What follows belongs to an exercise in optimizing a design on an open flow for small area, a short achievable clock period and few clock cycles; a production flow would make more cautious choices.
The RTL was checked by simulation tests, not by an equivalence proof against the original design.

==> design/flow/design.v <==
module BalotelliMulDiv (
  input Clk,
  input Rst,
  input InValid,
  input [3:0] InOp,
  input [63:0] InA,
  input [63:0] InB,
  output InReady,
  output OutValid,
  output [63:0] OutResult
);
  localparam IDLE = 2'd0, MUL = 2'd1, DPRE = 2'd2, DDIV = 2'd3;
  reg [1:0] Mode;
  reg DShift;        
  reg Rdy;           
  reg First;         
  reg QPrev;         
  reg OpW, OpSg, OpRem;
  reg NegA, NegB, Dz;
  reg [6:0] Cnt;
  reg TV;            
  reg TMul, TW, TNeg, TQ, TOnes;
  reg OV;
  reg [63:0] X1, X2, S, C, Out;
  assign InReady = Rdy;
  assign OutValid = OV;
  assign OutResult = Out;
  function [6:0] clz64(input [63:0] v);
    reg [1:0] c1 [0:31];
    reg z1 [0:31];
    reg [2:0] c2 [0:15];
    reg z2 [0:15];
    reg [3:0] c3 [0:7];
    reg z3 [0:7];
    reg [4:0] c4 [0:3];
    reg z4 [0:3];
    reg [5:0] c5 [0:1];
    reg z5 [0:1];
    integer i;
    begin
      for (i = 0; i < 32; i = i + 1) begin
        z1[i] = ~(v[2*i+1] | v[2*i]);
        c1[i] = {1'b0, ~v[2*i+1]};
      end
      for (i = 0; i < 16; i = i + 1) begin
        z2[i] = z1[2*i+1] & z1[2*i];
        c2[i] = z1[2*i+1] ? {1'b1, c1[2*i][0]} : {1'b0, c1[2*i+1][0]};
      end
      for (i = 0; i < 8; i = i + 1) begin
        z3[i] = z2[2*i+1] & z2[2*i];
        c3[i] = z2[2*i+1] ? {1'b1, c2[2*i][1:0]} : {1'b0, c2[2*i+1][1:0]};
      end
      for (i = 0; i < 4; i = i + 1) begin
        z4[i] = z3[2*i+1] & z3[2*i];
        c4[i] = z3[2*i+1] ? {1'b1, c3[2*i][2:0]} : {1'b0, c3[2*i+1][2:0]};
      end
      for (i = 0; i < 2; i = i + 1) begin
        z5[i] = z4[2*i+1] & z4[2*i];
        c5[i] = z4[2*i+1] ? {1'b1, c4[2*i][3:0]} : {1'b0, c4[2*i+1][3:0]};
      end
      if (z5[1] & z5[0]) clz64 = 7'd64;
      else clz64 = z5[1] ? {2'b01, c5[0][4:0]} : {2'b00, c5[1][4:0]};
    end
  endfunction
  reg [63:0] AddA, AddB;
  reg AddCin;
  wire [64:0] AddSum = {1'b0, AddA} + {1'b0, AddB} + {64'h0, AddCin};
  wire Cond = AddSum[64];
  wire Busy = Mode != IDLE;
  wire InMul = Mode == MUL;
  wire InDPre = Mode == DPRE;
  wire InDShift = (Mode == DDIV) & DShift;
  wire InDIter = (Mode == DDIV) & ~DShift;
  always @(*) begin
    if (TV) begin
      if (TMul) begin
        AddA = S;
        AddB = C;
        AddCin = 1'b0;
      end else begin
        AddA = (TQ ? C : S) ^ {64{TNeg}};
        AddB = 64'h0;
        AddCin = TNeg;
      end
    end else if (InDShift) begin
      AddA = X1;
      AddB = 64'h0;
      AddCin = NegA;
    end else begin
      AddA = S;
      AddB = ~X2;
      AddCin = ~NegB;
    end
  end
  wire [63:0] Qm = (First & OpW) ? {{32{X2[31]}}, X2[31:0]} : X2;
  function [63:0] booth_pp(input [2:0] b, input [63:0] m);
    reg neg, one, two;
    begin
      neg = b[2] & ~(b[1] & b[0]);
      one = b[1] ^ b[0];
      two = (b[2] & ~b[1] & ~b[0]) | (~b[2] & b[1] & b[0]);
      booth_pp = (({64{one}} & m) | ({64{two}} & {m[62:0], 1'b0})) ^ {64{neg}};
    end
  endfunction
  wire [2:0] Bd0 = {Qm[1], Qm[0], QPrev};
  wire [2:0] Bd1 = {Qm[3], Qm[2], Qm[1]};
  wire Neg0 = Bd0[2] & ~(Bd0[1] & Bd0[0]);
  wire Neg1 = Bd1[2] & ~(Bd1[1] & Bd1[0]);
  wire [63:0] PP0 = booth_pp(Bd0, X1);
  wire [63:0] PP1 = booth_pp(Bd1, {X1[61:0], 2'b00});
  wire [63:0] S0 = First ? 64'h0 : S;
  wire [63:0] C0 = First ? 64'h0 : C;
  wire [63:0] S1 = S0 ^ C0 ^ PP0;
  wire [63:0] M1 = (S0 & C0) | (S0 & PP0) | (C0 & PP0);
  wire [63:0] C1 = {M1[62:0], Neg0};
  wire [63:0] S2 = S1 ^ C1 ^ PP1;
  wire [63:0] M2 = (S1 & C1) | (S1 & PP1) | (C1 & PP1);
  wire [63:0] C2 = {M2[62:0], Neg1};
  wire MulLastNext = (&Qm[63:7]) | ~(|Qm[63:7]);
  wire [63:0] QmNext = {{4{Qm[63]}}, Qm[63:4]};
  wire MulLastIn = (&InB[63:3]) | ~(|InB[63:3]) |
                   (InOp[3] & ((&InB[31:3]) | ~(|InB[31:3])));
  wire [63:0] AExt = OpW ? {{32{OpSg & X1[31]}}, X1[31:0]} : X1;
  wire [63:0] BExt = OpW ? {{32{OpSg & X2[31]}}, X2[31:0]} : X2;
  wire PNegA = OpSg & AExt[63];
  wire PNegB = OpSg & BExt[63];
  wire [63:0] PV = AExt ^ {64{PNegA}};
  wire [63:0] PVLen = PNegA ? {PV[62:0], 1'b1} : PV;
  wire [63:0] PY = BExt ^ {64{PNegB}};
  wire PDz = ~(|BExt);
  wire [7:0] PJ = {1'b0, clz64(PY)} - {1'b0, clz64(PVLen)};
  wire PSkip = PJ[7] | PDz;
  reg [63:0] Sh;
  always @(*) begin
    Sh = X2;
    if (Cnt[0]) Sh = {Sh[62:0], NegB};
    if (Cnt[1]) Sh = {Sh[61:0], {2{NegB}}};
    if (Cnt[2]) Sh = {Sh[59:0], {4{NegB}}};
    if (Cnt[3]) Sh = {Sh[55:0], {8{NegB}}};
    if (Cnt[4]) Sh = {Sh[47:0], {16{NegB}}};
    if (Cnt[5]) Sh = {Sh[31:0], {32{NegB}}};
    if (Cnt[6]) Sh = {64{NegB}};
  end
  wire [63:0] Res = TW ? {{32{AddSum[31]}}, AddSum[31:0]} : AddSum[63:0];
  always @(posedge Clk) begin
    if (Rdy) begin
      X1 <= InA;
      X2 <= InB;
      OpW <= InOp[3];
      OpSg <= ~InOp[0];
      OpRem <= InOp[1];
    end else if (InMul) begin
      X1 <= {X1[59:0], 4'h0};
      X2 <= QmNext;
    end else if (InDPre) begin
      X1 <= PV;
      X2 <= PY;
    end else if (InDShift) begin
      X2 <= Sh;
    end else begin
      X2 <= {1'b0, X2[63:1]};
    end
    if (InMul) begin
      S <= S2;
      C <= C2;
    end else begin
      if (InDShift | Cond) S <= AddSum[63:0];
      C <= InDShift ? 64'h0 : {C[62:0], Cond};
    end
    Out <= TOnes ? 64'hffff_ffff_ffff_ffff : Res;
    QPrev <= Rdy ? 1'b0 : Qm[3];
    First <= Rdy;
    if (InDPre) begin
      NegA <= PNegA;
      NegB <= PNegB;
      Dz <= PDz;
      Cnt <= PJ[6:0];
    end else if (InDIter) begin
      Cnt <= Cnt - 7'd1;
    end
    TMul <= InMul;
    TW <= OpW;
    TQ <= ~OpRem;
    TNeg <= OpRem ? NegA : (NegA ^ NegB);
    TOnes <= ~InMul & ~OpRem & Dz;
    if (!Rst) begin
      Mode <= IDLE;
      DShift <= 1'b0;
      Rdy <= 1'b1;
      TV <= 1'b0;
      OV <= 1'b0;
    end else begin
      TV <= Rdy & Busy;
      OV <= TV;
      if (Rdy) begin
        if (InValid) begin
          Mode <= InOp[2] ? DPRE : MUL;
          Rdy <= ~InOp[2] & MulLastIn;
        end else begin
          Mode <= IDLE;
          Rdy <= 1'b1;
        end
      end else begin
        case (Mode)
          MUL: Rdy <= MulLastNext;
          DPRE: begin
            Mode <= DDIV;
            DShift <= 1'b1;
            Rdy <= PSkip;
          end
          default: begin
            DShift <= 1'b0;
            Rdy <= DShift ? (Cnt == 7'd0) : (Cnt == 7'd1);
          end
        endcase
      end
    end
  end
endmodule
==> design/flow/run.sh <==
#!/bin/bash
# synth_recipe.tcl (not shown) runs the flow's synth.tcl, then flattens the netlist and writes it again
# the make line also repeats each setting of config.mk as NAME=value (left out here)
make -C /OpenROAD-flow-scripts/flow DESIGN_CONFIG=/design/flow/config.mk WORK_HOME=/design/flow/orfs CLKGATE_MAP_FILE= SYNTH_SCRIPT=/design/flow/synth_recipe.tcl finish
==> design/flow/config.mk <==
export PLATFORM = sky130hd
export DESIGN_NAME = BalotelliMulDiv
export DESIGN_NICKNAME = BalotelliMulDiv
export VERILOG_FILES = /design/flow/design.v
export SDC_FILE = /design/flow/constraint.sdc
export NUM_CORES = 4
export LEC_CHECK = 0
export CAP_MARGIN = 20
export CORE_MARGIN = 2
export CORE_UTILIZATION = 40
export SLEW_MARGIN = 20
==> design/flow/constraint.sdc <==
create_clock -name core_clock -period 8.0 [get_ports {Clk}]
set_input_delay 1.6000 -clock core_clock [delete_from_list [all_inputs] [get_ports {Clk}]]
set_output_delay 1.6000 -clock core_clock [all_outputs]
set_load 0.01 [all_outputs]
==> metrics.md, run 1 <==
| Metric | Value |
|---|---|
| Final worst slack | between 1500 and 2000 ps |
| Post-DR vias/cell | 6.337 |
| Max incr delay on CP | 930 ps |
| Grt total ovfl | 0 |
| EDFF count, synth | 143 |
| Syn Inst Count | 4822 |
| DRT Pass-1 Iters | 6 |
| Final Hold Vio Count | 0 |
| CTS tree | yes |
| Worst hold path type | reg2reg |
| Clk_skew | 24.42 ps |
| Die height | 308.2 µm |
| Data required, critical path | 8340 ps |
| Worst Setup End Kind | flip-flop |
| Net Count, Synth | roughly 5200 |
| Mean routed wirelength per cell | 25.80 µm |
| CTS H-tree lvls | 2 |
| Num Clock Sinks | 346 |
| Vias after detailed routing | 37380 |
| Pre-CTS setup slack | 1946 ps |
| Synth Cell Area | 37020 µm² |
| Largest net degree at the start of global routing | 109 |
| Clk Latency, worst-skew pair | 650 ps |
| Worst Setup Start Kind | flip-flop |
| Ys flop type | dfxtp_1 |
| Status | no timing/DRC/antenna violations |
| DRC | 0 |
| Area grow syn2layout | 11.22% |
| Final nets | 5014 |
| Critical path fanouts, max | 41 |
| CP arrival | 6520 ps |
| Crit path max-delay family | compound AO/OA/AOI/OAI gates |
| Final Setup Violations | 0 |
| Fill cell count | 9194 |
| Slew Limit Fails | 0 |
| Most common cell after layout, fill and taps aside | nand2_1 |
| Critical path type | reg2reg |
| Hpwl dp | about 110000 µm |
| PortBufs | 200 |
| Fmax | 161.8 MHz |
| Setup Buffers After CTS | 0 |
| Sequential share of the synthesized area | 22.58% |
| Routed WL | 152200 µm |
| Final min period | roughly 6200 ps |
| Layout cells sized above 1 | 7.643% |
| GP Congestion | approximately 1.0 |
| Ports | 201 |
| YS warnings | 21 |
| Antenna violations before repair | 11 |
| # resized after CTS | 0 |
| Initial Utilization | between 40% and 50% |
| Root Buffer | clkbuf_16 |
| Slew margin rel. | 24.15% |
| Vias in the first global route | about 36000 |
| Rows | 111 |
| Design area | approximately 41000 µm² |
| Final antenna-violating net count | 0 |
| Critical path's slowest cell | and2_2 |
| Full die area | ~95000 µm² |
| Most frequent cells in the layout | nand2_1 (668), o21ai_0 (449), a21oi_1 (417), xnor2_1 (264), nor2_1 (258) |
| Mapped Avg Cell Area | about 7.7 µm² |
| Worst Max-Slew Pin Slew | 1138 ps |
| Final worst path period share | approximately 77% |
| Cell area after placement | 39570 µm² |
| Die X | 308.2 µm |
| Hold-fix buffers, CTS | 0 |
| CTS buffer count | 47 |
| Core Region | 91660 µm² |
| Async set-reset flop share out of synthesis | 0% |
| RSZ-0062 raised after global routing | no |
| Setup TNS | 0 ps |
| Clock Path Buffers | 3 |
| First-pass GRT wire length | 226300 µm |
| Yosys reg bits | 346 |
| Critical path buffer and inverter count | 1 |
| Unique masters post-synth | 91 |
| MaxCap Viol Count | 0 |
| Crit-path cells | and2_2, a21oi_1, fa_1, fa_1, nor2b_1, o2111ai_1, a211oi_2, o21ai_1, a2111oi_0, a211oi_1, buf_4, a2111o_1, a2111oi_0, a311oi_1 |
| Clk slew on worst S/H paths | 70 ps |
| Gr usage total | ~31% |
| Iter 0 DRT Violations | 4047 |
==> worst register-to-register path: cells and delay by family (launching register included) <==
kind | cells | cell delay (ps)
buffers and inverters | 1 | 220
flip-flops | 1 | 840
AO/OA/AOI/OAI | 9 | 2720
adder cells (fa/ha/maj) | 2 | 980
AND/OR/NAND/NOR | 2 | 1130
==> cells in the mapped netlist (all sizes together), types with 35 or more instances <==
cell type  number  area (µm²)
nand2         669        2511
o21ai         455        2277
clkbuf        429        1610
a21oi         420        2106
xnor2         264        2312
nor2          260       975.9
dfxtp         203        4064
a22oi         167        1254
nor2b         148       925.9
edfxtp        143        4294
a211oi        130       980.9
fa            129        2582
inv           118       442.9
xor2          110       963.4
buf            89       371.6
ha             79       988.5
nor3           78       395.4
mux2i          73       730.7
and3           69       431.7
mux4           64        1441
nand4          62       387.9
o22ai          61       381.6
nand3          58       290.3
nand2b         54       340.3
nor4           44       275.3
a221oi         43       376.6
a21o           41       307.8
mux2           39       442.9
a31oi          35       219.0
==> state kept, by name, summed over array words and instances, names as in the netlist, 2 cells and up <==
register and flops:
S 64, X2 64, C 64, Out 64, Cnt 7, X1 64, Mode 2
==> metrics by stage <==
step           hold slack (ps)  utilization [%]  instances
6_report                 416.7            44.92       5898
5_1_grt                  433.4            44.92       5896
4_1_cts                  416.5            44.92       5896
2_1_floorplan            370.6                -       4822
3_3_place_gp             406.6            43.17       5808
3_5_place_dp             406.0            43.17       5808
==> layer usage <==
layer | share of wire (%) | routed length [µm] | global-route usage, % | vias up
li1 | - | - | - | 16980
met1 | 41 | 62800 | 41.48 | 18050
met2 | 44 | 66470 | 47.81 | 1953
met3 | 9.4 | 14300 | 6.315 | 385
met4 | 5.6 | 8577 | 16.23 | 2
met5 | 0.0072 | 11 | 0 | -
==> kinds of logic after synthesis <==
logic type,after synthesis,share of synthesized area [%]
compound gates,1569,26.27
simple gates,1511,19.02
buf+inv,638,6.570
xor+xnor,374,8.848
flops,346,22.58
fa+ha+maj,208,9.645
mux,176,7.063
==> final cells by class <==
class / instances / area (µm²) / area share, %
clock inverter: 25 / 282.8 / 0.6867
sequential: 346 / 8378 / 20.35
antenna: 2 / 5.005 / 0.01215
tap: 1186 / 1484 / 3.604
clock buffer: 63 / 1319 / 3.203
inverter: 120 / 451.7 / 1.097
multi-input combinational: 3838 / 26360 / 64.01
timing repair buffer: 318 / 2900 / 7.044
==> path summary, 6_finish.rpt <==
check | startpoint | endpoint | slack [ps] | depth (start not counted)
max | TMul | S[52] | 1820 | 14
min | OpRem | TQ | 420 | 1
max reg2reg | TMul | S[52] | 1820 | 14
min reg2reg | OpRem | TQ | 420 | 1
Testbench counts, summed over its fixed seeds: cycles 30,454.
==> run 2, diff against run 1 <==
--- a/design/flow/config.mk
+++ b/design/flow/config.mk
@@ -5,7 +5,9 @@
 export SDC_FILE = /design/flow/constraint.sdc
 export NUM_CORES = 4
 export LEC_CHECK = 0
+export ABC_CLOCK_PERIOD_IN_PS = 2500
 export CAP_MARGIN = 20
 export CORE_MARGIN = 2
 export CORE_UTILIZATION = 40
+export SETUP_SLACK_MARGIN = 5
 export SLEW_MARGIN = 20
==> metrics.md, run 2 <==
| Metric | Value |
|---|---|
| First-pass GRT wire length | 248400 µm (was 226300 µm) |
| CTS buffer count | 47 (unchanged) |
| DRC | 0 (unchanged) |
| Final Hold Vio Count | 0 (unchanged) |
| Slew Limit Fails | 0 (unchanged) |
| Critical path fanouts, max | 6 (was 41) |
| Area grow syn2layout | 30.54% (was 11.22%) |
| Critical path's slowest cell | or4b_4 (was and2_2) |
| M3 GR Usage | 8.376% (was 6.315%) |
| GR Util met2 | 53.42% (was 47.81%) |
| Final min period | 4697 ps (was 6179 ps) |
| Most frequent cells in the layout | nand2_1 (647), a21oi_1 (370), o21ai_0 (322), buf_4 (268), nor2_1 (241) (was nand2_1 (668), o21ai_0 (449), a21oi_1 (417), xnor2_1 (264), nor2_1 (258)) |
| Worst Setup Start Kind | flip-flop (unchanged) |
| Critical path type | reg2reg (unchanged) |
| Most common cell after layout, fill and taps aside | nand2_1 (unchanged) |
| Final antenna-violating net count | 0 (unchanged) |
| Data required, critical path | 8400 ps (was 8340 ps) |
| Initial Utilization | 40.39% (unchanged) |
| PortBufs | 200 (unchanged) |
| Top cell type's share of synthesized area | 11.60% (unchanged) |
| Ports | 201 (unchanged) |
| Syn Inst Count | 4822 (unchanged) |
| EDFF count, synth | 143 (unchanged) |
| Worst hold path type | reg2reg (unchanged) |
| Ys flop type | dfxtp_1 (unchanged) |
| Post-DR vias/cell | 6.502 (was 6.337) |
| Grt met1 use | 44.65% (was 41.48%) |
| CTS H-tree lvls | 2 (unchanged) |
| Synth Cell Area | 37020 µm² (unchanged) |
| Root Buffer | clkbuf_16 (unchanged) |
| Slew margin rel. | 29.16% (was 24.15%) |
| Full die area | 95000 µm² (unchanged) |
| Cell area after placement | 39760 µm² (was 39570 µm²) |
| Synth area leaders | edfxtp_1 (12%), dfxtp_1 (11%), fa_1 (7.0%), nand2_1 (6.8%), xnor2_1 (6.2%) (unchanged) |
| Net Count, Synth | 5165 (unchanged) |
| Final Setup Violations | 0 (unchanged) |
| Grt total ovfl | 0 (unchanged) |
| Vias after detailed routing | 40570 (was 37380) |
| Worst R2R Path Depth | 18 (was 14) |
| Num Clock Sinks | 346 (unchanged) |
| Die X | 308.2 µm (unchanged) |
| Worst Max-Slew Pin Slew | 1062 ps (was 1138 ps) |
| Sequential share of the synthesized area | 22.58% (unchanged) |
| Crit-path cells | inv_1, o21ai_0, o21ai_1, fa_2, fa_2, nor2b_4, o2111ai_4, buf_6, a21oi_4, or4b_4, a311oi_4, nor2_2, a41oi_2, o2bb2ai_4, nand3_4, buf_12, buf_8, buf_16 (was and2_2, a21oi_1, fa_1, fa_1, nor2b_1, o2111ai_1, a211oi_2, o21ai_1, a2111oi_0, a211oi_1, buf_4, a2111o_1, a2111oi_0, a311oi_1) |
| R2R Setup Slk | 3300 ps (was 1820 ps) |
| Design area | 48330 µm² (was 41180 µm²) |
| Synth area leader | edfxtp_1 (unchanged) |
| Unique masters post-synth | 91 (unchanged) |
| Vias in the first global route | 37920 (was 35630) |
| Clk Latency, worst-skew pair | 660 ps (was 650 ps) |
| Iter 0 DRT Violations | 5065 (was 4047) |
| Clk slew on worst S/H paths | 70 ps (about the same) |
| Reg2reg end | S[25] (was S[52]) |
| CTS tree | yes (unchanged) |
| Final nets | 5355 (was 5014) |
| Largest net degree at the start of global routing | 176 (was 109) |
| GP Congestion | 0.9807 (was 1.001) |
| RSZ-0062 raised after global routing | yes (was no) |
| Yosys reg bits | 346 (unchanged) |
| Async set-reset flop share out of synthesis | 0% (unchanged) |
| Clk_skew | 30.22 ps (was 24.42 ps) |
| GRT busiest layer | met2 (unchanged) |
| Layout cells sized above 1 | 21.87% (was 7.643%) |
| Worst r2r src | X1[0] (was TMul) |
| Worst Setup End Kind | flip-flop (unchanged) |
| YS warnings | 21 (unchanged) |
| Most common library cells after synthesis | nand2_1 (669), o21ai_0 (449), clkbuf_1 (429), a21oi_1 (419), xnor2_1 (264) (unchanged) |
| Mapped Avg Cell Area | 7.678 µm² (unchanged) |
| CP most frequent cell | fa_2 |
| Core Region | 91660 µm² (unchanged) |
| CP arrival | 5100 ps (was 6520 ps) |
| Status | no timing/DRC/antenna violations (unchanged) |
| Hold-fix buffers, CTS | 0 (unchanged) |
| MaxCap Viol Count | 0 (unchanged) |
| Setup crit start | X1[0] (was TMul) |
| Die height | 308.2 µm (unchanged) |
| Fmax | 212.9 MHz (was 161.8 MHz) |
| DRT Pass-1 Iters | 8 (was 6) |
| Setup TNS | 0 ps (unchanged) |
| Routed WL | 173500 µm (was 152200 µm) |
| Hpwl dp | 106300 µm (was 107700 µm) |
| Clock Path Buffers | 3 (unchanged) |
| Mean routed wirelength per cell | 27.81 µm (was 25.80 µm) |
| Max incr delay on CP | 600 ps (was 930 ps) |
| Final worst path period share | 58.71% (was 77.24%) |
| Cell with the most instances after synthesis | nand2_1 (unchanged) |
| CP endpoint | S[25] (was S[52]) |
| Hold WS | 412.8 ps (was 416.7 ps) |
| Gr usage total | 34.71% (was 31.21%) |
| Antenna violations before repair | 13 (was 11) |
| Rows | 111 (unchanged) |
## run 2: cell counts after synthesis
No cell type changed its count.
## run 2: layout make-up
class,count,area [µm²]
antenna,5,12.51
clock buffer,70,1410
clock inverter,16,87.58
fill,8495,43340
inverter,120,485.5
multi-input combinational,3849,29400
sequential,346,8402
tap,1186,1484
timing repair buffer,648,7042
## run 2: per-layer routing
| metal | up-vias | wire, µm |
|---|---|---|
| li1 | 17700 | - |
| met1 | 19620 | 66150 |
| met2 | 2618 | 76940 |
| met3 | 624 | 19390 |
| met4 | 8 | 10970 |
| met5 | - | 57 |
## run 2: worst max-delay path, delay by kind of cell (launching register included)
| kind | cells | cell delay, ps |
|---|---|---|
| AOI/OAI and AO/OA | 7 | 1550 |
| adders and majority gates | 2 | 540 |
| and+or+nand+nor | 4 | 860 |
| DFF | 1 | 560 |
| buffers and inverters | 5 | 910 |
## run 2: cells by family after synthesis
family	share of synthesized area, %
AO/OA/AOI/OAI	26.27
XOR/XNOR	8.848
adder cells (fa/ha/maj)	9.645
buffers and inverters	6.570
flip-flops	22.58
multiplexers	7.063
AND/OR/NAND/NOR	19.02
## run 2: timing repair
| item | 4_1_cts | 5_1_grt |
|---|---|---|
| cloned | 39 | 8 |
| endpoints found under the setup margin | 455 | 336 |
| pin swaps | 157 | 132 |
| setup buffers | 217 | 88 |
| gates resized for setup | 564 | 286 |
## run 2: worst min-delay path by stage
stage	end	startpoint	cells past startpoint	slack, ps
2_1_floorplan	TW	OpW	0	370
3_3_place_gp	TQ	OpRem	1	410
3_5_place_dp	TQ	OpRem	1	400
4_1_cts	TQ	OpRem	1	410
5_1_grt	TQ	OpRem	1	440
6_report	TQ	OpRem	1	410
## run 2: metrics by stage
stage               setup WS (ps)  instances  utilization [%]
global placement             1731       5797            43.38
detailed placement           1657       5797            43.38
global route                 3242       6235            52.71
finish                       3303       6240            52.72
floorplan                    3588       4822                -
CTS                          3388       6139            50.50
==> run 3, diff against run 2 <==
--- a/design/flow/design.v
+++ b/design/flow/design.v
@@ -104,22 +104,34 @@
   endfunction
   wire [2:0] Bd0 = {Qm[1], Qm[0], QPrev};
   wire [2:0] Bd1 = {Qm[3], Qm[2], Qm[1]};
+  wire [2:0] Bd2 = {Qm[5], Qm[4], Qm[3]};
+  wire [2:0] Bd3 = {Qm[7], Qm[6], Qm[5]};
   wire Neg0 = Bd0[2] & ~(Bd0[1] & Bd0[0]);
   wire Neg1 = Bd1[2] & ~(Bd1[1] & Bd1[0]);
+  wire Neg2 = Bd2[2] & ~(Bd2[1] & Bd2[0]);
+  wire Neg3 = Bd3[2] & ~(Bd3[1] & Bd3[0]);
   wire [63:0] PP0 = booth_pp(Bd0, X1);
   wire [63:0] PP1 = booth_pp(Bd1, {X1[61:0], 2'b00});
+  wire [63:0] PP2 = booth_pp(Bd2, {X1[59:0], 4'b0000});
+  wire [63:0] PP3 = booth_pp(Bd3, {X1[57:0], 6'b000000});
   wire [63:0] S0 = First ? 64'h0 : S;
   wire [63:0] C0 = First ? 64'h0 : C;
-  wire [63:0] S1 = S0 ^ C0 ^ PP0;
-  wire [63:0] M1 = (S0 & C0) | (S0 & PP0) | (C0 & PP0);
-  wire [63:0] C1 = {M1[62:0], Neg0};
-  wire [63:0] S2 = S1 ^ C1 ^ PP1;
-  wire [63:0] M2 = (S1 & C1) | (S1 & PP1) | (C1 & PP1);
-  wire [63:0] C2 = {M2[62:0], Neg1};
-  wire MulLastNext = (&Qm[63:7]) | ~(|Qm[63:7]);
-  wire [63:0] QmNext = {{4{Qm[63]}}, Qm[63:4]};
-  wire MulLastIn = (&InB[63:3]) | ~(|InB[63:3]) |
-                   (InOp[3] & ((&InB[31:3]) | ~(|InB[31:3])));
+  wire [63:0] Sa = S0 ^ C0 ^ PP0;
+  wire [63:0] Ma = (S0 & C0) | (S0 & PP0) | (C0 & PP0);
+  wire [63:0] Ca = {Ma[62:0], Neg0};
+  wire [63:0] Sb = PP1 ^ PP2 ^ PP3;
+  wire [63:0] Mb = (PP1 & PP2) | (PP1 & PP3) | (PP2 & PP3);
+  wire [63:0] Cb = {Mb[62:0], Neg1};
+  wire [63:0] Sc = Sa ^ Ca ^ Sb;
+  wire [63:0] Mc = (Sa & Ca) | (Sa & Sb) | (Ca & Sb);
+  wire [63:0] Cc = {Mc[62:0], Neg2};
+  wire [63:0] S2 = Sc ^ Cc ^ Cb;
+  wire [63:0] M2 = (Sc & Cc) | (Sc & Cb) | (Cc & Cb);
+  wire [63:0] C2 = {M2[62:0], Neg3};
+  wire MulLastNext = (&Qm[63:15]) | ~(|Qm[63:15]);
+  wire [63:0] QmNext = {{8{Qm[63]}}, Qm[63:8]};
+  wire MulLastIn = (&InB[63:7]) | ~(|InB[63:7]) |
+                   (InOp[3] & ((&InB[31:7]) | ~(|InB[31:7])));
   wire [63:0] AExt = OpW ? {{32{OpSg & X1[31]}}, X1[31:0]} : X1;
   wire [63:0] BExt = OpW ? {{32{OpSg & X2[31]}}, X2[31:0]} : X2;
   wire PNegA = OpSg & AExt[63];
@@ -150,7 +162,7 @@
       OpSg <= ~InOp[0];
       OpRem <= InOp[1];
     end else if (InMul) begin
-      X1 <= {X1[59:0], 4'h0};
+      X1 <= {X1[55:0], 8'h00};
       X2 <= QmNext;
     end else if (InDPre) begin
       X1 <= PV;
@@ -168,7 +180,7 @@
       C <= InDShift ? 64'h0 : {C[62:0], Cond};
     end
     Out <= TOnes ? 64'hffff_ffff_ffff_ffff : Res;
-    QPrev <= Rdy ? 1'b0 : Qm[3];
+    QPrev <= Rdy ? 1'b0 : Qm[7];
     First <= Rdy;
     if (InDPre) begin
       NegA <= PNegA;
==> metrics.md, run 3 <==
| Metric | Value |
|---|---|
| Area grow syn2layout | 40.82% (was 30.54%) |
| Crit path max-delay family | compound AO/OA/AOI/OAI gates (unchanged) |
| Core Region | 106800 µm² (was 91660 µm²) |
| Register area | 8462 µm² (was 8402 µm²) |
| Iter 0 DRT Violations | 7100 (was 5065) |
| Unique masters post-synth | 92 (was 91) |
| Sequential share of the synthesized area | 19.48% (was 22.58%) |
| Net Count, Synth | 5928 (was 5165) |
| Grt total ovfl | 0 (unchanged) |
| Vias after detailed routing | 49070 (was 40570) |
| Async set-reset flop share out of synthesis | 0% (unchanged) |
| CTS H-tree lvls | 2 (unchanged) |
| GRT busiest layer | met2 (unchanged) |
| Die X | 331.5 µm (was 308.2 µm) |
| Slew margin rel. | 30.93% (was 29.16%) |
| Top cell type's share of synthesized area | 11.85% (was 11.60%) |
| Status | no timing/DRC/antenna violations (unchanged) |
| Worst Setup Start Kind | flip-flop (unchanged) |
| Cell with the most instances after synthesis | nand2_1 (unchanged) |
| Max incr delay on CP | 470 ps (was 600 ps) |
| Final Setup Violations | 0 (unchanged) |
| MaxCap Viol Count | 0 (unchanged) |
| GR Util met2 | 59.92% (was 53.42%) |
| Critical path type | reg2reg (unchanged) |
| Fin cells | 7339 (was 6240) |
| Full die area | 109900 µm² (was 95000 µm²) |
| Hold-fix buffers, CTS | 0 (unchanged) |
| Data required, critical path | 8380 ps (was 8400 ps) |
| Critical path's slowest cell | fa_2 (was or4b_4) |
| Grt met1 use | 48.19% (was 44.65%) |
| Die height | 331.5 µm (was 308.2 µm) |
| Crit-path cells | ha_4, nand2_8, buf_16, nor2_4, a211oi_4, a31oi_2, fa_2, fa_2, nor2b_4, o31a_1, a21oi_2, a21oi_2, o21ai_4, nor4b_4, o2111ai_1, a31oi_1, nand2b_4, buf_12, buf_12, buf_16 (was inv_1, o21ai_0, o21ai_1, fa_2, fa_2, nor2b_4, o2111ai_4, buf_6, a21oi_4, or4b_4, a311oi_4, nor2_2, a41oi_2, o2bb2ai_4, nand3_4, buf_12, buf_8, buf_16) |
| Adder-Cell Fraction of Synth Area | 14.22% (was 9.645%) |
| YS warnings | 21 (unchanged) |
| Slew Limit Fails | 0 (unchanged) |
| Multi-input gate area | 35860 µm² (was 29400 µm²) |
| Worst Max-Slew Pin Slew | 1036 ps (was 1062 ps) |
| Root Buffer | clkbuf_16 (unchanged) |
| Layout cells sized above 1 | 31.66% (was 21.87%) |
| DRC | 0 (unchanged) |
| Vias in the first global route | 46010 (was 37920) |
| Clk_skew | 41.04 ps (was 30.22 ps) |
| Post-Synth XOR/XNOR Area | 10.04% (was 8.848%) |
| Mean routed wirelength per cell | 32.24 µm (was 27.81 µm) |
| Routed WL | 236600 µm (was 173500 µm) |
| Rows | 120 (was 111) |
| Fmax | 227.5 MHz (was 212.9 MHz) |
| PortBufs | 200 (unchanged) |
| Critical path buffer and inverter count | 4 (was 5) |
| CTS tree | yes (unchanged) |
| Final worst path period share | 54.95% (was 58.71%) |
| DRT Pass-1 Iters | 9 (was 8) |
| Ports | 201 (unchanged) |
| Final Hold Vio Count | 0 (unchanged) |
| Clk Latency, worst-skew pair | 680 ps (was 660 ps) |
| Final nets | 6357 (was 5355) |
| CP arrival | 4780 ps (was 5100 ps) |
| RSZ-0062 raised after global routing | yes (unchanged) |
| First-pass GRT wire length | 326600 µm (was 248400 µm) |
| Synth Area in Compound Gates | 25.10% (was 26.27%) |
| Fill cell count | 9290 (was 8495) |
| Synth Area in Simple Gates | 15.14% (was 19.02%) |
| CTS buffer count | 49 (was 47) |
| Syn Inst Count | 5458 (was 4822) |
| Ys flop type | dfxtp_1 (unchanged) |
| Gr usage total | 40.34% (was 34.71%) |
| Initial Utilization | 40.19% (was 40.39%) |
| Antenna violations before repair | 24 (was 13) |
| Final antenna-violating net count | 0 (unchanged) |
| Clk slew on worst S/H paths | 70 ps (about the same) |
| Largest net degree at the start of global routing | 135 (was 176) |
| Yosys reg bits | 346 (unchanged) |
| Final min period | 4396 ps (was 4697 ps) |
| Combinational family with the most area after synthesis | compound AO/OA/AOI/OAI gates (unchanged) |
| M3 GR Usage | 13.80% (was 8.376%) |
| GP Congestion | 0.9953 (was 0.9807) |
| Most common cell after layout, fill and taps aside | nand2_1 (unchanged) |
| Mapped Avg Cell Area | 7.860 µm² (was 7.678 µm²) |
| Synth area leaders | fa_1 (12%), edfxtp_1 (10%), dfxtp_1 (9.5%), xnor2_1 (8.2%), a22oi_1 (5.7%) (was edfxtp_1 (12%), dfxtp_1 (11%), fa_1 (7.0%), nand2_1 (6.8%), xnor2_1 (6.2%)) |
| Post-DR vias/cell | 6.687 (was 6.502) |
| Hold WS | 491.2 ps (was 412.8 ps) |
| EDFF count, synth | 143 (unchanged) |
| Setup TNS | 0 ps (unchanged) |
| Synth area leader | fa_1 (was edfxtp_1) |
| Most frequent cells in the layout | nand2_1 (512), buf_4 (393), inv_1 (370), a21oi_1 (312), xnor2_1 (294) (was nand2_1 (647), a21oi_1 (370), o21ai_0 (322), buf_4 (268), nor2_1 (241)) |
| Worst hold path type | reg2reg (unchanged) |
| Worst Setup End Kind | flip-flop (unchanged) |
| Hpwl dp | 128500 µm (was 106300 µm) |
| Clock Path Buffers | 3 (unchanged) |
| Synth Cell Area | 42900 µm² (was 37020 µm²) |
| Most common library cells after synthesis | nand2_1 (574), o21ai_0 (472), inv_1 (433), clkbuf_1 (425), xnor2_1 (402) (was nand2_1 (669), o21ai_0 (449), clkbuf_1 (429), a21oi_1 (419), xnor2_1 (264)) |
| Num Clock Sinks | 346 (unchanged) |
| Placed cells | 6623 (was 5797) |
| Mux contribution to synthesized area | 6.895% (was 7.063%) |
| Critical path fanouts, max | 8 (was 6) |
==> run 3: cell types whose count changed in the layout (fill, tap and decap cells not counted), moves of 73 or more <==
| cell | before | now |
|---|---|---|
| nand2_1 | 647 | 512 |
| xnor2_2 | 18 | 91 |
| buf_4 | 268 | 393 |
| o21ai_1 | 81 | 164 |
| a22oi_2 | 5 | 148 |
| inv_1 | 110 | 370 |
==> run 3: kinds of logic (layout without fill, tap and decap cells) <==
| kind of cell | count (synthesis) | after routing |
|---|---|---|
| AND/OR/NAND/NOR | 1384 | 1402 |
| multiplexers | 207 | 207 |
| XOR/XNOR | 492 | 492 |
| other | 0 | 8 |
| adder cells (fa/ha/maj) | 335 | 335 |
| buffers and inverters | 1001 | 1451 |
| AO/OA/AOI/OAI | 1693 | 1695 |
| flip-flops | 346 | 346 |
==> run 3: area by class of cell <==
type / instances / area share [%]
clock inverters: 31 / 0.5281
inverters: 440 / 2.873
well taps: 1403 / 2.906
flip-flops and latches: 346 / 14.01
clock buffers: 61 / 2.224
diodes: 8 / 0.03314
multi-input cells: 4131 / 59.36
repair buffers: 914 / 17.99
repair inverters: 5 / 0.08284
==> run 3: stage by stage <==
stage / setup slack [ps] / area, µm² / util, %
6_report: 3604 / 60410 / 56.59
5_1_grt: 3548 / 60400 / 56.58
4_1_cts: 3775 / 56490 / 52.92
3_5_place_dp: 2312 / 46200 / 43.27
3_3_place_gp: 2356 / 46180 / 43.26
2_1_floorplan: 3525 / 44250 / -
==> run 3: metal layers <==
layer	wire [µm]	share of wire, %
met3	34260	14
met4	23690	10
met5	150	0.063
met2	98310	42
met1	80190	34
==> run 3: worst min-delay path, stage by stage, from the launching register on <==
cell and delay (ps):
dfxtp_1 350, nand2_1 70, o21ai_1 50
==> run 3: timing repair <==
action	in CTS	in global routing
gates cloned	79	17
setup buffers	352	168
pin swaps	493	358
setup endpoints to repair	459	306
gates resized for setup	975	522
==> run 3: worst paths after layout <==
path / startpoint / endpoint / slack [ps] / cells past startpoint
min reg2reg: C[61] / C[62] / 490 / 2
min: C[61] / C[62] / 490 / 2
max reg2reg: Mode[0] / S[2] / 3600 / 20
max: Mode[0] / S[2] / 3600 / 20
Testbench counts of run 3, summed over its fixed seeds: cycles 24,179.
==> run 4, diff against run 3 <==
--- a/design/flow/design.v
+++ b/design/flow/design.v
@@ -9,9 +9,10 @@
   output OutValid,
   output [63:0] OutResult
 );
-  localparam IDLE = 2'd0, MUL = 2'd1, DPRE = 2'd2, DDIV = 2'd3;
-  reg [1:0] Mode;
-  reg DShift;        
+  reg SMul;          
+  reg SPre;          
+  reg SShift;        
+  reg SIter;         
   reg Rdy;           
   reg First;         
   reg QPrev;         
@@ -19,8 +20,9 @@
   reg NegA, NegB, Dz;
   reg [6:0] Cnt;
   reg TV;            
-  reg TMul, TW, TNeg, TQ, TOnes;
+  reg TW, TOnes;
   reg OV;
+  reg ASelS, ASelC, ASelX1, AInv, BSelC, BSelD, ACin;
   reg [63:0] X1, X2, S, C, Out;
   assign InReady = Rdy;
   assign OutValid = OV;
@@ -62,36 +64,11 @@
       else clz64 = z5[1] ? {2'b01, c5[0][4:0]} : {2'b00, c5[1][4:0]};
     end
   endfunction
-  reg [63:0] AddA, AddB;
-  reg AddCin;
-  wire [64:0] AddSum = {1'b0, AddA} + {1'b0, AddB} + {64'h0, AddCin};
+  wire [63:0] AddA = ((S & {64{ASelS}}) | (C & {64{ASelC}}) | (X1 & {64{ASelX1}})) ^ {64{AInv}};
+  wire [63:0] AddB = (C & {64{BSelC}}) | (~X2 & {64{BSelD}});
+  wire [65:0] AddWide = {1'b0, AddA, ACin} + {1'b0, AddB, ACin};
+  wire [64:0] AddSum = AddWide[65:1];
   wire Cond = AddSum[64];
-  wire Busy = Mode != IDLE;
-  wire InMul = Mode == MUL;
-  wire InDPre = Mode == DPRE;
-  wire InDShift = (Mode == DDIV) & DShift;
-  wire InDIter = (Mode == DDIV) & ~DShift;
-  always @(*) begin
-    if (TV) begin
-      if (TMul) begin
-        AddA = S;
-        AddB = C;
-        AddCin = 1'b0;
-      end else begin
-        AddA = (TQ ? C : S) ^ {64{TNeg}};
-        AddB = 64'h0;
-        AddCin = TNeg;
-      end
-    end else if (InDShift) begin
-      AddA = X1;
-      AddB = 64'h0;
-      AddCin = NegA;
-    end else begin
-      AddA = S;
-      AddB = ~X2;
-      AddCin = ~NegB;
-    end
-  end
   wire [63:0] Qm = (First & OpW) ? {{32{X2[31]}}, X2[31:0]} : X2;
   function [63:0] booth_pp(input [2:0] b, input [63:0] m);
     reg neg, one, two;
@@ -154,6 +131,10 @@
     if (Cnt[6]) Sh = {64{NegB}};
   end
   wire [63:0] Res = TW ? {{32{AddSum[31]}}, AddSum[31:0]} : AddSum[63:0];
+  wire Busy = SMul | SShift | SIter;
+  wire TVNext = Rst & Rdy & Busy;
+  wire ShNext = ~Rdy & SPre;
+  wire TNegNext = OpRem ? NegA : (NegA ^ NegB);
   always @(posedge Clk) begin
     if (Rdy) begin
       X1 <= InA;
@@ -161,70 +142,69 @@
       OpW <= InOp[3];
       OpSg <= ~InOp[0];
       OpRem <= InOp[1];
-    end else if (InMul) begin
+    end else if (SMul) begin
       X1 <= {X1[55:0], 8'h00};
       X2 <= QmNext;
-    end else if (InDPre) begin
+    end else if (SPre) begin
       X1 <= PV;
       X2 <= PY;
-    end else if (InDShift) begin
+    end else if (SShift) begin
       X2 <= Sh;
     end else begin
       X2 <= {1'b0, X2[63:1]};
     end
-    if (InMul) begin
+    if (SMul) begin
       S <= S2;
       C <= C2;
     end else begin
-      if (InDShift | Cond) S <= AddSum[63:0];
-      C <= InDShift ? 64'h0 : {C[62:0], Cond};
+      if (SShift | Cond) S <= AddSum[63:0];
+      C <= SShift ? 64'h0 : {C[62:0], Cond};
     end
     Out <= TOnes ? 64'hffff_ffff_ffff_ffff : Res;
     QPrev <= Rdy ? 1'b0 : Qm[7];
     First <= Rdy;
-    if (InDPre) begin
+    if (SPre) begin
       NegA <= PNegA;
       NegB <= PNegB;
       Dz <= PDz;
       Cnt <= PJ[6:0];
-    end else if (InDIter) begin
+    end else if (SIter) begin
       Cnt <= Cnt - 7'd1;
     end
-    TMul <= InMul;
     TW <= OpW;
-    TQ <= ~OpRem;
-    TNeg <= OpRem ? NegA : (NegA ^ NegB);
-    TOnes <= ~InMul & ~OpRem & Dz;
+    TOnes <= ~SMul & ~OpRem & Dz;
+    ASelS <= TVNext ? (SMul | OpRem) : ~ShNext;
+    ASelC <= TVNext & ~SMul & ~OpRem;
+    ASelX1 <= ShNext;
+    AInv <= TVNext & ~SMul & TNegNext;
+    BSelC <= TVNext & SMul;
+    BSelD <= ~TVNext & ~ShNext;
+    ACin <= TVNext ? (~SMul & TNegNext) : (SPre ? PNegA : ~NegB);
     if (!Rst) begin
-      Mode <= IDLE;
-      DShift <= 1'b0;
+      SMul <= 1'b0;
+      SPre <= 1'b0;
+      SShift <= 1'b0;
+      SIter <= 1'b0;
       Rdy <= 1'b1;
       TV <= 1'b0;
       OV <= 1'b0;
     end else begin
-      TV <= Rdy & Busy;
+      TV <= TVNext;
       OV <= TV;
       if (Rdy) begin
-        if (InValid) begin
-          Mode <= InOp[2] ? DPRE : MUL;
-          Rdy <= ~InOp[2] & MulLastIn;
-        end else begin
-          Mode <= IDLE;
-          Rdy <= 1'b1;
-        end
+        SMul <= InValid & ~InOp[2];
+        SPre <= InValid & InOp[2];
+        SShift <= 1'b0;
+        SIter <= 1'b0;
+        Rdy <= ~InValid | (~InOp[2] & MulLastIn);
       end else begin
-        case (Mode)
-          MUL: Rdy <= MulLastNext;
-          DPRE: begin
-            Mode <= DDIV;
-            DShift <= 1'b1;
-            Rdy <= PSkip;
-          end
-          default: begin
-            DShift <= 1'b0;
-            Rdy <= DShift ? (Cnt == 7'd0) : (Cnt == 7'd1);
-          end
-        endcase
+        SPre <= 1'b0;
+        SShift <= SPre;
+        SIter <= SShift | SIter;
+        if (SMul) Rdy <= MulLastNext;
+        else if (SPre) Rdy <= PSkip;
+        else if (SShift) Rdy <= Cnt == 7'd0;
+        else Rdy <= Cnt == 7'd1;
       end
     end
   end
==> metrics.md, run 4 <==
| Metric | Value |
|---|---|
| Iter 0 DRT Violations | 7493 (was 7100) |
| YS warnings | 21 (unchanged) |
| Die X | 324.1 µm (was 331.5 µm) |
| Cell with the most instances after synthesis | nand2_1 (unchanged) |
| Clk_skew | 21.58 ps (was 41.04 ps) |
| Synth Cell Area | 41000 µm² (was 42900 µm²) |
| Final nets | 6002 (was 6357) |
| Hold-fix buffers, CTS | 0 (unchanged) |
| RSZ-0062 raised after global routing | yes (unchanged) |
| Fill cell count | 8568 (was 9290) |
| Cell area after placement | 44410 µm² (was 46200 µm²) |
| Worst Max-Slew Pin Slew | 1239 ps (was 1036 ps) |
| Mapped Avg Cell Area | 8.070 µm² (was 7.860 µm²) |
| Critical path type | reg2reg (unchanged) |
| Sequential share of the synthesized area | 20.63% (was 19.48%) |
| EDFF count, synth | 143 (unchanged) |
| Antenna violations before repair | 18 (was 24) |
| Slew Limit Fails | 0 (unchanged) |
| Core Region | 101700 µm² (was 106800 µm²) |
| Async set-reset flop share out of synthesis | 0% (unchanged) |
| Design area | 58080 µm² (was 60410 µm²) |
| Vias in the first global route | 43320 (was 46010) |
| MaxCap Viol Count | 0 (unchanged) |
| Initial Utilization | 40.29% (was 40.19%) |
| Ports | 201 (unchanged) |
| Critical path fanouts, max | 7 (was 8) |
| Status | no timing/DRC/antenna violations (unchanged) |
| Final Setup Violations | 0 (unchanged) |
| Most common cell after layout, fill and taps aside | nand2_1 (unchanged) |
| Num Clock Sinks | 351 (was 346) |
| First-pass GRT wire length | 297600 µm (was 326600 µm) |
| Clk Latency, worst-skew pair | 690 ps (was 680 ps) |
| Multi-input gate area | 33680 µm² (was 35860 µm²) |
| Data required, critical path | 8390 ps (was 8380 ps) |
| Routed WL | 219200 µm (was 236600 µm) |
| Register area | 8561 µm² (was 8462 µm²) |
| Layout cells sized above 1 | 31.79% (was 31.66%) |
| Setup TNS | 0 ps (unchanged) |
| Die height | 324.1 µm (was 331.5 µm) |
| Unique masters post-synth | 93 (was 92) |
| Post-DR vias/cell | 6.671 (was 6.687) |
| Top cell type's share of synthesized area | 12.35% (was 11.85%) |
| Ys flop type | dfxtp_1 (unchanged) |
| Worst hold path type | reg2reg (unchanged) |
| Final worst path period share | 55.51% (was 54.95%) |
| Rows | 117 (was 120) |
| Clk slew on worst S/H paths | 60 ps (was 70 ps) |
| PortBufs | 200 (unchanged) |
| Yosys reg bits | 351 (was 346) |
| Most frequent cells in the layout | nand2_1 (485), buf_4 (399), inv_1 (375), xnor2_1 (371), o21ai_0 (252) (was nand2_1 (512), buf_4 (393), inv_1 (370), a21oi_1 (312), xnor2_1 (294)) |
| GP Congestion | 0.9919 (was 0.9953) |
| Gr usage total | 38.77% (was 40.34%) |
| Hpwl dp | 121000 µm (was 128500 µm) |
| Mean routed wirelength per cell | 31.54 µm (was 32.24 µm) |
| Synth area leaders | fa_1 (12%), edfxtp_1 (10%), dfxtp_1 (10%), xnor2_1 (10%), o21ai_0 (5.2%) (was fa_1 (12%), edfxtp_1 (10%), dfxtp_1 (9.5%), xnor2_1 (8.2%), a22oi_1 (5.7%)) |
| Grt total ovfl | 0 (unchanged) |
| Most common library cells after synthesis | nand2_1 (515), xnor2_1 (466), o21ai_0 (428), clkbuf_1 (425), inv_1 (420) (was nand2_1 (574), o21ai_0 (472), inv_1 (433), clkbuf_1 (425), xnor2_1 (402)) |
| CTS H-tree lvls | 2 (unchanged) |
| CTS buffer count | 49 (unchanged) |
| Clock Path Buffers | 3 (unchanged) |
| Slew margin rel. | 17.12% (was 30.93%) |
| Area grow syn2layout | 41.68% (was 40.82%) |
| Full die area | 105100 µm² (was 109900 µm²) |
| Net Count, Synth | 5547 (was 5928) |
| DRC | 0 (unchanged) |
| Root Buffer | clkbuf_16 (unchanged) |
| Vias after detailed routing | 46370 (was 49070) |
| Hold WS | 506.3 ps (was 491.2 ps) |
| Fmax | 225.2 MHz (was 227.5 MHz) |
| Worst Setup Start Kind | flip-flop (unchanged) |
| DRT Pass-1 Iters | 14 (was 9) |
| Final min period | 4441 ps (was 4396 ps) |
| Worst Setup End Kind | flip-flop (unchanged) |
| Largest net degree at the start of global routing | 170 (was 135) |
| Final Hold Vio Count | 0 (unchanged) |
| Synth area leader | fa_1 (unchanged) |
| CTS tree | yes (unchanged) |
| CP arrival | 4830 ps (was 4780 ps) |
| Syn Inst Count | 5080 (was 5458) |
| Final antenna-violating net count | 0 (unchanged) |
==> run 4: cell count changes in the layout (fill, tap and decap cells not counted), sizes merged, moves of 34 or more <==
cell / delta
a211oi: -59
a21oi: -105
a222oi: +70
a22oi: -63
and3: -41
nand2: -60
nor2: -34
o21ai: -39
xnor2: +64
xor2: -55
==> run 4: area by class of cell <==
cell class              instances  share of cell area [%]
repair inverters                1                 0.01508
inverters                     428                   2.843
repair buffers                920                   18.66
flip-flops and latches        351                   14.74
clock buffers                  72                   2.522
well taps                    1368                   2.947
multi-input cells            3784                   57.98
clock inverters                18                  0.2563
diodes                          9                 0.03877
==> run 4: layer usage <==
layer	up-vias	track usage (%)	routed length [µm]	share of wire, %
met1	22250	46.72	73170	33
met5	-	0.09259	78	0.036
li1	18800	-	-	-
met2	4034	57.59	90530	41
met3	1281	11.58	32350	15
met4	12	30.63	23090	11
==> run 4: cells by family (layout without fill, tap and decap cells) <==
group | after synthesis | after routing | synth area share, %
AOI/OAI and AO/OA | 1465 | 1467 | 23.38
and+or+nand+nor | 1293 | 1298 | 14.95
buffers and inverters | 952 | 1439 | 8.891
xor gates and xnor gates | 501 | 501 | 10.70
DFF | 351 | 351 | 20.63
adders and majority gates | 332 | 332 | 14.77
muxes | 186 | 186 | 6.681
other | 0 | 9 | 0
==> run 4: critical path, stage by stage (launching register included) <==
cell      delay, ps
dfxtp_4         430
buf_6           170
a222oi_1        390
xnor2_1         150
ha_2            370
buf_6           130
buf_4           100
nand2_1          40
o21ai_0         370
a21oi_1         220
o32ai_4         540
o211ai_2        160
nand2_2         120
a41oi_4         100
o221a_4         270
o21bai_4        200
buf_12          200
buf_12          150
==> run 4: final timing paths <==
| path | startpoint | cells past startpoint | slack (ps) | endpoint |
|---|---|---|---|---|
| min reg2reg | C[43] | 2 | 510 | C[44] |
| max reg2reg | ASelS | 17 | 3560 | S[6] |
| min | C[43] | 2 | 510 | C[44] |
| max | ASelS | 17 | 3560 | S[6] |
==> run 4: per-stage QoR <==
step / setup slack, ps / instances / util, %
2_1_floorplan: 3411 / 5080 / -
3_3_place_gp: 2496 / 6245 / 43.65
3_5_place_dp: 2391 / 6245 / 43.65
4_1_cts: 3913 / 6753 / 53.65
5_1_grt: 3543 / 6943 / 57.07
6_report: 3559 / 6951 / 57.09
==> run 4: what timing repair did <==
item / 4_1_cts / 5_1_grt
pin swaps: 405 / 293
cloned: 67 / 13
endpoints found under the hold margin: 0 / 0
gates resized for setup: 952 / 419
setup buffers: 351 / 176
setup endpoints to repair: 424 / 302
Testbench counts of run 4, summed over its fixed seeds: cycles 24,179.
==> run 5, diff against run 4 <==
--- a/design/flow/config.mk
+++ b/design/flow/config.mk
@@ -5,7 +5,7 @@
 export SDC_FILE = /design/flow/constraint.sdc
 export NUM_CORES = 4
 export LEC_CHECK = 0
-export ABC_CLOCK_PERIOD_IN_PS = 2500
+export ABC_CLOCK_PERIOD_IN_PS = 1500
 export CAP_MARGIN = 20
 export CORE_MARGIN = 2
 export CORE_UTILIZATION = 40
==> metrics.md, run 5 <==
| Metric | Value |
|---|---|
| Yosys reg bits | 351 (unchanged) |
| Hpwl dp | 121000 µm (unchanged) |
| Mean routed wirelength per cell | 31.54 µm (unchanged) |
| Full die area | 105100 µm² (unchanged) |
| Setup TNS | 0 ps (unchanged) |
| CTS tree | yes (unchanged) |
| Clock Path Buffers | 3 (unchanged) |
| Final Setup Violations | 0 (unchanged) |
| CTS buffer count | 49 (unchanged) |
| CTS H-tree lvls | 2 (unchanged) |
| Synth area leaders | fa_1 (12%), edfxtp_1 (10%), dfxtp_1 (10%), xnor2_1 (10%), o21ai_0 (5.2%) (unchanged) |
| Root Buffer | clkbuf_16 (unchanged) |
| Met1 Wirelength | 73170 µm (unchanged) |
| MaxCap Viol Count | 0 (unchanged) |
| Net Count, Synth | 5547 (unchanged) |
| Area grow syn2layout | 41.68% (unchanged) |
| Fill cell count | 8568 (unchanged) |
| Hold WS | 506.3 ps (unchanged) |
| PortBufs | 200 (unchanged) |
| Synth Cell Area | 41000 µm² (unchanged) |
| Die X | 324.1 µm (unchanged) |
| Most common library cells after synthesis | nand2_1 (515), xnor2_1 (466), o21ai_0 (428), clkbuf_1 (425), inv_1 (420) (unchanged) |
| GP Congestion | 0.9919 (unchanged) |
| Worst Setup End Kind | flip-flop (unchanged) |
| Mapped Avg Cell Area | 8.070 µm² (unchanged) |
| Crit-path cells | buf_6, a222oi_1, xnor2_1, ha_2, buf_6, buf_4, nand2_1, o21ai_0, a21oi_1, o32ai_4, o211ai_2, nand2_2, a41oi_4, o221a_4, o21bai_4, buf_12, buf_12 (unchanged) |
| Clk slew on worst S/H paths | 60 ps (about the same) |
| Die height | 324.1 µm (unchanged) |
| Vias after detailed routing | 46370 (unchanged) |
| Pre-CTS setup slack | 2391 ps (unchanged) |
| Data required, critical path | 8390 ps (about the same) |
| Top cell type's share of synthesized area | 12.35% (unchanged) |
| Hold-fix buffers, CTS | 0 (unchanged) |
| Worst Setup Start Kind | flip-flop (unchanged) |
| YS warnings | 21 (unchanged) |
| Grt total ovfl | 0 (unchanged) |
| Layout Utilization | 57.09% (unchanged) |
| Status | no timing/DRC/antenna violations (unchanged) |
| EDFF count, synth | 143 (unchanged) |
| Gr usage total | 38.77% (unchanged) |
| Most frequent cells in the layout | nand2_1 (485), buf_4 (399), inv_1 (375), xnor2_1 (371), o21ai_0 (252) (unchanged) |
| Post-DR vias/cell | 6.671 (unchanged) |
| Final nets | 6002 (unchanged) |
| Core Region | 101700 µm² (unchanged) |
| Rows | 117 (unchanged) |
| Critical path buffer and inverter count | 5 (unchanged) |
| Critical path's slowest cell | o32ai_4 (unchanged) |
| Ports | 201 (unchanged) |
| Cell with the most instances after synthesis | nand2_1 (unchanged) |
| Clk Latency, worst-skew pair | 690 ps (about the same) |
| RSZ-0062 raised after global routing | yes (unchanged) |
| Critical path type | reg2reg (unchanged) |
| Final min period | 4441 ps (unchanged) |
| Final Hold Vio Count | 0 (unchanged) |
| DRT Pass-1 Iters | 14 (unchanged) |
| Sequential share of the synthesized area | 20.63% (unchanged) |
| CP arrival | 4830 ps (about the same) |
| Critical path fanouts, max | 7 (unchanged) |
| Layout cells sized above 1 | 31.79% (unchanged) |
| DRC | 0 (unchanged) |
| Unique masters post-synth | 93 (unchanged) |
| Iter 0 DRT Violations | 7493 (unchanged) |
| Ys flop type | dfxtp_1 (unchanged) |
| Final worst path period share | 55.51% (unchanged) |
| First-pass GRT wire length | 297600 µm (unchanged) |
| Async set-reset flop share out of synthesis | 0% (unchanged) |
| Max incr delay on CP | 540 ps (about the same) |
| Most common cell after layout, fill and taps aside | nand2_1 (unchanged) |
| Met2 WL | 90530 µm (unchanged) |
| Final antenna-violating net count | 0 (unchanged) |
| Slew margin rel. | 17.12% (unchanged) |
| Synth area leader | fa_1 (unchanged) |
| Final worst slack | 3559 ps (unchanged) |
| Crit path max-delay family | compound AO/OA/AOI/OAI gates (unchanged) |
| Worst Max-Slew Pin Slew | 1239 ps (unchanged) |
| Fmax | 225.2 MHz (unchanged) |
| Vias in the first global route | 43320 (unchanged) |
| Largest net degree at the start of global routing | 170 (unchanged) |
| Worst hold path type | reg2reg (unchanged) |
| Slew Limit Fails | 0 (unchanged) |
| Antenna violations before repair | 18 (unchanged) |
| Initial Utilization | 40.29% (unchanged) |
| WL met3 | 32350 µm (unchanged) |
| Routed WL | 219200 µm (unchanged) |
| Top sig layer | met5 (unchanged) |
| Clk_skew | 21.58 ps (unchanged) |
| Syn Inst Count | 5080 (unchanged) |
| Num Clock Sinks | 351 (unchanged) |
-- run 5: cell counts in the layout (fill, tap and decap cells not counted) --
Identical to the previous run, type by type.
-- run 5: logic make-up after synthesis --
logic type	Yosys count	synth area share, %
mux	186	6.681
simple gates	1293	14.95
xor+xnor	501	10.70
compound gates	1465	23.38
flops	351	20.63
buf+inv	952	8.891
fa+ha+maj	332	14.77
-- run 5: what timing repair did --
item / 4_1_cts / 5_1_grt
setup buffers: 351 / 176
endpoints found under the setup margin: 424 / 302
pin swaps: 405 / 293
resized for setup: 952 / 419
cloned: 67 / 13
-- run 5: tightest hold or removal path: stages, from the launching register on --
cell and delay [ps]:
dfxtp_1 340, nand2_1 70, o21ai_1 50
-- run 5: through the flow --
| stage | instance area, µm² | cells |
|---|---|---|
| 6_report | 58080 | 6951 |
| 5_1_grt | 58060 | 6943 |
| 4_1_cts | 54580 | 6753 |
| 3_5_place_dp | 44410 | 6245 |
| 3_3_place_gp | 44410 | 6245 |
| 2_1_floorplan | 42400 | 5080 |
-- run 5: metal layers --
layer	up-vias	track usage, %
met2	4034	57.59
li1	18800	-
met1	22250	46.72
met4	12	30.63
met5	-	0.09259
met3	1281	11.58
-- run 5: final cells by class --
cell class | instances | area (µm²) | share of cell area [%]
sequential | 351 | 8561 | 14.74
antenna | 9 | 22.52 | 0.03877
timing repair inverter | 1 | 8.758 | 0.01508
multi-input combinational | 3784 | 33680 | 57.98
timing repair buffer | 920 | 10840 | 18.66
inverter | 428 | 1652 | 2.843
clock inverter | 18 | 148.9 | 0.2563
tap | 1368 | 1712 | 2.947
clock buffer | 72 | 1465 | 2.522
-- run 5: final timing paths --
check             startpoint    end  slack (ps)  cells past startpoint
hold / removal         C[43]  C[44]         510                      2
hold reg to reg        C[43]  C[44]         510                      2
setup reg to reg       ASelS   S[6]        3560                     17
setup / recovery       ASelS   S[6]        3560                     17

==> port drivers added, routing unchanged <==
How much do the figures lean on ideal ports? The routed layouts below were timed once more, with nothing changed but the port constraints.
Step 1 (the two cells are an assumption about what drives the block):
set clk [get_ports {Clk}]
set_driving_cell -lib_cell sky130_fd_sc_hd__clkbuf_16 $clk
set_driving_cell -lib_cell sky130_fd_sc_hd__buf_2 [delete_from_list [all_inputs] $clk]
Step 2 also shifts input and output timing later by t, the mid clock arrival at the registers, as if the neighbouring blocks saw the same clock.
a / b / c = ideal / step 1 / step 2; a / b = the first two.
run	t, ns	slack for setup (ns)	worst setup path at the end
run 1	0.707	1.821 / 1.821 / 1.821	register to register
run 2	0.718	3.303 / 3.303 / 3.303	register to register
run 3	0.736	3.604 / 3.604 / 3.604	register to register
run 4	0.752	3.559 / 3.559 / 3.559	register to register
run 5	0.752	3.559 / 3.559 / 3.559	register to register
After both steps every run listed still meets setup and hold.
